This is an optimization exercise on Yosys and OpenROAD, whose aim is small area and a short achievable clock period, not a production implementation.
The RTL was checked by simulation tests, not by an equivalence proof against the original design.
No activity file was given, so power comes from the tool's default toggle rates.

==> flow/design.v <==
`timescale 1ns/1ns
module agu(input [7:0] a, b, output logic [7:0] s);
  logic [7:0] g [0:3];
  logic [7:0] p [0:3];
  always_comb begin
    g[0] = a & b;
    p[0] = a ^ b;
    for (int l = 0; l < 3; l++)
      for (int i = 0; i < 8; i++)
        if (i >= (1 << l)) begin
          g[l+1][i] = g[l][i] | (p[l][i] & g[l][i - (1 << l)]);
          p[l+1][i] = p[l][i] & p[l][i - (1 << l)];
        end else begin
          g[l+1][i] = g[l][i];
          p[l+1][i] = p[l][i];
        end
    s[0] = p[0][0];
    for (int i = 1; i < 8; i++) s[i] = p[0][i] ^ g[3][i-1];
  end
endmodule
`timescale 1ns/1ns
module CPU(input clk,rst,
           output [11:0] imem_addr, input [18:0] imem_data,
           output [7:0] dmem_addr, dmem_wdata, output dmem_we, dmem_re, input [7:0] dmem_rdata);
  wire [18:0] ins = imem_data;
  logic [11:0] pc;
  logic z, c;
  logic [7:0][7:0] R;           
  logic [7:0][11:0] stk;        
  logic [2:0] sp;               
  logic [3:0] cnt;              
  wire is_alu  = ~ins[18];                            
  wire is_ld   = ins[18:14] == 5'b10000;
  wire is_st   = ins[18:14] == 5'b10001;
  wire is_sh   = ins[18:16] == 3'b110;
  wire is_br   = ins[18:16] == 3'b101;
  wire is_jmp  = ins[18:15] == 4'b1110;               
  wire is_call = ins[18:14] == 5'b11101;
  wire is_ret  = ins[18:13] == 6'b111100;
  wire wr_reg  = is_alu | is_ld | is_sh;
  wire ld_fl   = is_alu | is_sh;
  wire [7:0] imm = ins[7:0];
  wire [2:0] ra = ins[10:8];
  wire [2:0] rb = ins[18] ? ins[13:11] : ins[7:5];
  logic [7:0] a, rbv;
  always_comb begin
    a = 8'd0;
    rbv = 8'd0;
    for (int i = 0; i < 8; i++) begin
      a = a | (R[i] & {8{ra == i}});
      rbv = rbv | (R[i] & {8{rb == i}});
    end
  end
  agu agu0(.a(a), .b(imm), .s(dmem_addr));
  assign dmem_wdata = rbv;
  assign dmem_we    = ~rst & is_st;
  assign dmem_re    = ~rst & is_ld;
  assign imem_addr  = pc;
  wire [2:0] fn = ins[16:14];
  wire [7:0] b = ins[17] ? imm : rbv;
  wire sub = fn[1] & ~fn[2];
  wire y = sub & fn[0] & c;                     
  wire ci = sub | (fn[0] & c);
  logic [7:0] ay;                               
  logic ya;
  always_comb begin
    logic t;
    t = y;
    for (int i = 0; i < 8; i++) begin
      ay[i] = a[i] ^ t;
      t = t & a[i];
    end
    ya = t;
  end
  wire [7:0] bb = sub ? ~b : b;
  wire [8:0] sum9 = {1'b0, ay} + {1'b0, bb} + {8'd0, ci};
  wire c8 = sum9[8] ^ ya ^ sub;                 
  wire [7:0] pp = ay ^ bb;
  wire [7:0] gg = ay & bb;
  wire [7:0] oo = ay | bb;
  logic [7:0] lg;
  always_comb begin
    case (fn[1:0])
      2'b00: lg = gg;
      2'b01: lg = oo;
      2'b10: lg = pp;
      default: lg = ~gg;
    endcase
  end
  wire zsum = (pp[0] == ci) & (pp[7:1] == oo[6:0]);
  wire [7:0] alures = fn[2] ? lg : sum9[7:0];
  wire aluc = ~fn[2] & c8;
  wire aluz = fn[2] ? (lg == 8'd0) : zsum;
  wire [2:0] s = ins[7:5];
  wire [1:0] fn2 = ins[15:14];
  wire right = fn2[0];
  wire [2:0] amt = right ? (3'd0 - s) : s;            
  wire [15:0] dd = {a, a} << amt;
  wire [7:0] rot = dd[15:8];
  wire [7:0] lmask = 8'hff << s;
  wire [7:0] rmask = 8'hff >> s;
  wire [7:0] shres = fn2[1] ? rot : (rot & (right ? rmask : lmask));
  wire shc = ~fn2[1] & (s != 3'd0) & (right ? rot[7] : rot[0]);
  wire [7:0] res = is_sh ? shres : alures;
  wire nc = is_sh ? shc : aluc;
  wire nz = is_sh ? (shres == 8'd0) : aluz;
  wire [7:0] wd = is_ld ? dmem_rdata : res;
  logic [7:0] spd;
  wire live = cnt != 4'd0;
  always_comb for (int i = 0; i < 8; i++) spd[i] = (sp == i);
  logic [11:0] top;
  always_comb begin
    top = 12'd0;
    for (int i = 0; i < 8; i++) top = top | (stk[i] & {12{spd[i] & live}});
  end
  wire cond = (ins[15] ? c : z) ^ ins[14];
  wire taken = is_br & cond;
  wire [11:0] pcn = pc + ({{4{imm[7]}}, imm} & {12{taken}}) + 12'd1;
  logic [11:0] npc;
  always_comb begin
    if (is_jmp)         npc = ins[11:0];
    else if (is_ret)    npc = top;
    else                npc = pcn;
  end
  always_ff @(posedge clk, posedge rst) begin
    if (rst) begin
      pc <= 12'd0;
      z <= 1'b0;
      c <= 1'b0;
      R <= '0;
      sp <= 3'd0;
      cnt <= 4'd0;
    end else begin
      pc <= npc;
      if (ld_fl) begin
        z <= nz;
        c <= nc;
      end
      for (int i = 0; i < 8; i++)
        if (wr_reg && ins[13:11] == i) R[i] <= wd;
      if (is_call) begin
        sp <= sp + 3'd1;
        if (cnt != 4'd8) cnt <= cnt + 4'd1;
      end else if (is_ret) begin
        sp <= sp - 3'd1;
        if (cnt != 4'd0) cnt <= cnt - 4'd1;
      end
    end
  end
  always_ff @(posedge clk)
    for (int i = 0; i < 8; i++)
      if (is_call & spd[(i + 7) % 8]) stk[i] <= pcn;
endmodule
==> flow/config.mk <==
export PLATFORM = sky130hd
export DESIGN_NAME = CPU
export DESIGN_NICKNAME = CPU
export VERILOG_FILES = /design/flow/design.v
export SDC_FILE = /design/flow/constraint.sdc
export NUM_CORES = 4
export LEC_CHECK = 0
export CAP_MARGIN = 5
export CORE_MARGIN = 2
export CORE_UTILIZATION = 60
export CTS_BUF_LIST = sky130_fd_sc_hd__clkbuf_8
export SETUP_SLACK_MARGIN = 2.5
export SLEW_MARGIN = 5
==> flow/constraint.sdc <==
create_clock -name core_clock -period 7.5 [get_ports {clk}]
set_input_delay 1.5000 -clock core_clock [delete_from_list [all_inputs] [get_ports {clk}]]
set_output_delay 1.5000 -clock core_clock [all_outputs]
set_load 0.01 [all_outputs]
standard.sh (not shown) runs the stock make flow with config.mk's settings and CLKGATE_MAP_FILE= SYNTH_SCRIPT=/design/flow/synth_recipe.tcl, a recipe that flattens the netlist after the stock synthesis.
==> flow/flow/run.sh <==
#!/bin/bash
# Own layout flow: the standard ORFS flow with changes to synthesis (no
# full/half-adder extraction; abc maps the top module for area and the
# modules in KEEP for speed) and plain buffers on the ports. Each step's
# output goes to a log of its own in this folder.
set -euo pipefail
HERE=$(pwd)
FL=$HERE/flow
KEEP=$(cat "$FL/keep_modules.txt")

# synthesis script: the standard flow's, sourcing ORFS's synth.tcl with the abc call
# replaced by flow/abc_step.tcl
sed "s#@FL@#$FL#g" "$FL/abc_step.tcl" > "$HERE/own_abc_step.tcl"
sed "s#log_cmd abc {\\*}\$abc_args#source $HERE/own_abc_step.tcl#" \
  "$FLOW_HOME/scripts/synth.tcl" > "$HERE/own_synth_core.tcl"
grep -q 'own_abc_step' "$HERE/own_synth_core.tcl"
sed "s#source \$::env(SCRIPTS_DIR)/synth.tcl#source $HERE/own_synth_core.tcl#" \
  "$HERE/synth_recipe.tcl" > "$HERE/own_synth.tcl"
grep -q own_synth_core "$HERE/own_synth.tcl"

bash standard.sh SYNTH_SCRIPT="$HERE/own_synth.tcl" ADDER_MAP_FILE= SYNTH_OPERATIONS_ARGS=" " \
  SYNTH_KEEP_MODULES="$KEEP" synth > "$HERE/synth.log" 2>&1

EXTRA=()
if [[ -f $FL/extra.mk ]]; then
  while read -r l; do [[ -n $l && $l != \#* ]] && EXTRA+=("$l"); done < "$FL/extra.mk"
fi
bash standard.sh "${EXTRA[@]}" finish > "$HERE/layout.log" 2>&1
==> flow/flow/abc_step.tcl <==
# abc mapping: the modules kept apart (SYNTH_KEEP_MODULES) for speed, the
# top module for area. @FL@ is replaced by the flow folder.
set own_rest [lrange $abc_args 2 end]
foreach own_m $::env(SYNTH_KEEP_MODULES) {
  log_cmd abc -script @FL@/fast.abc {*}$own_rest $own_m
}
log_cmd abc -script @FL@/synth.abc {*}$own_rest $::env(DESIGN_NAME)
==> flow/flow/extra.mk <==
# make variables for the layout steps, one per line
BUFFER_PORTS_ARGS=-buffer_cell sky130_fd_sc_hd__buf_1
CTS_ARGS=-sink_clustering_enable -repair_clock_nets -buf_list sky130_fd_sc_hd__clkbuf_8 -dont_use_dummy_load
SETUP_MOVE_SEQUENCE=unbuffer,sizeup,swap,buffer
==> flow/flow/fast.abc <==
strash
dch
map -D 700
topo
buffer -c
upsize -c -D 700
dnsize -c -D 700
==> flow/flow/keep_modules.txt <==
agu
==> flow/flow/synth.abc <==
strash
dch
map -D 3500
topo
buffer -c
upsize -c -D 3500
dnsize -c -D 3500
Edit:
==> flow/flow/extra.mk (replaced) <==
# make variables for the layout steps, one per line
BUFFER_PORTS_ARGS=-buffer_cell sky130_fd_sc_hd__buf_1
CTS_ARGS=-sink_clustering_enable -repair_clock_nets -buf_list sky130_fd_sc_hd__clkbuf_8 -dont_use_dummy_load
Settings changed: PLACE_DENSITY set to 0.7.
- fmax stays the same
- combinational power is about the same
- critical path depth stays the same
- wire length stays the same
- cell area is unchanged
Edit:
==> flow/flow/extra.mk (replaced) <==
# make variables for the layout steps, one per line
BUFFER_PORTS_ARGS=-buffer_cell sky130_fd_sc_hd__buf_1
Settings changed: PLACE_DENSITY 0.7 to unset.
Effect: The new run completed with no timing, DRC or antenna violations. Clock skew came out lower by 0.016 ns. Count of clock-buffer cells in the layout climbs by 1. Sequential share of layout area is lower by 0.82 points. Cell count climbs by 1.2%. First-iteration DRC count stays flat.
Edit:
==> flow/flow/extra.mk (replaced) <==
# make variables for the layout steps, one per line
BUFFER_PORTS_ARGS=-buffer_cell sky130_fd_sc_hd__buf_1
CTS_ARGS=-sink_clustering_enable -repair_clock_nets -buf_list sky130_fd_sc_hd__clkbuf_8 -dont_use_dummy_load
Settings changed: GPL_ROUTABILITY_DRIVEN set to 0.
Effect: Routed wire length is higher by about 1.5%. Total power is lower by about 6.5%. Design area is lower by 1.0%. Fmax is lower by 5.1%. Worst hold slack is worse by 0.026 ns. Flip-flop and latch count does not change. Utilization is lower by 0.74 points.
Edit:
==> flow/flow/extra.mk (replaced) <==
# make variables for the layout steps, one per line
BUFFER_PORTS_ARGS=-buffer_cell sky130_fd_sc_hd__buf_1
CTS_ARGS=-sink_clustering_enable -repair_clock_nets -buf_list sky130_fd_sc_hd__clkbuf_8 -dont_use_dummy_load
SKIP_GATE_CLONING=1
Settings changed: GPL_ROUTABILITY_DRIVEN 0 to unset.
=> The changed run passed the timing, design-rule and antenna checks. Die area does not change. Synthesized area is unchanged. Clock-buffer cell count stays the same. Final cell count is lower slightly. Wire length is lower slightly. Total power is lower slightly. First-iteration DRC count is lower slightly.

what the ideal ports hide:
The flow's constraints put no driver on any port. The routed layouts listed below were extracted and timed again, unchanged, in two steps. Step 1: set_driving_cell puts a clkbuf_16 on clk and a buf_2 on each other input, an assumption about the parent block. Step 2 moves the port delays by t, midway between the first and last clock arrival at a register: inputs arrive t later, outputs are due t later. That takes back most of the time a late clock gives input paths. Slacks: ideal ports / drivers / drivers and shift; pairs: ideal ports / drivers.
run | shift t [ns] | slack for setup (ns) | latest minus earliest clock arrival (ns) | worst register clock-pin slew, ns
the first run | 0.495 | 2.599 / 2.549 / 2.237 | 0.036 / 0.037 | 0.10 / 0.10
the second run | 0.495 | 2.599 / 2.549 / 2.237 | 0.036 / 0.037 | 0.10 / 0.10
the third run | 0.503 | 2.589 / 2.523 / 2.189 | 0.020 / 0.020 | 0.10 / 0.10
the fourth run | 0.488 | 2.327 / 2.305 / 2.231 | 0.039 / 0.040 | 0.10 / 0.10
the fifth run | 0.495 | 2.599 / 2.549 / 2.237 | 0.036 / 0.037 | 0.10 / 0.10
After both steps setup and hold are still met in every run listed. The setup slack of the third run, which loses most, moves by -0.066 ns with the drivers and by -0.400 ns with both steps.
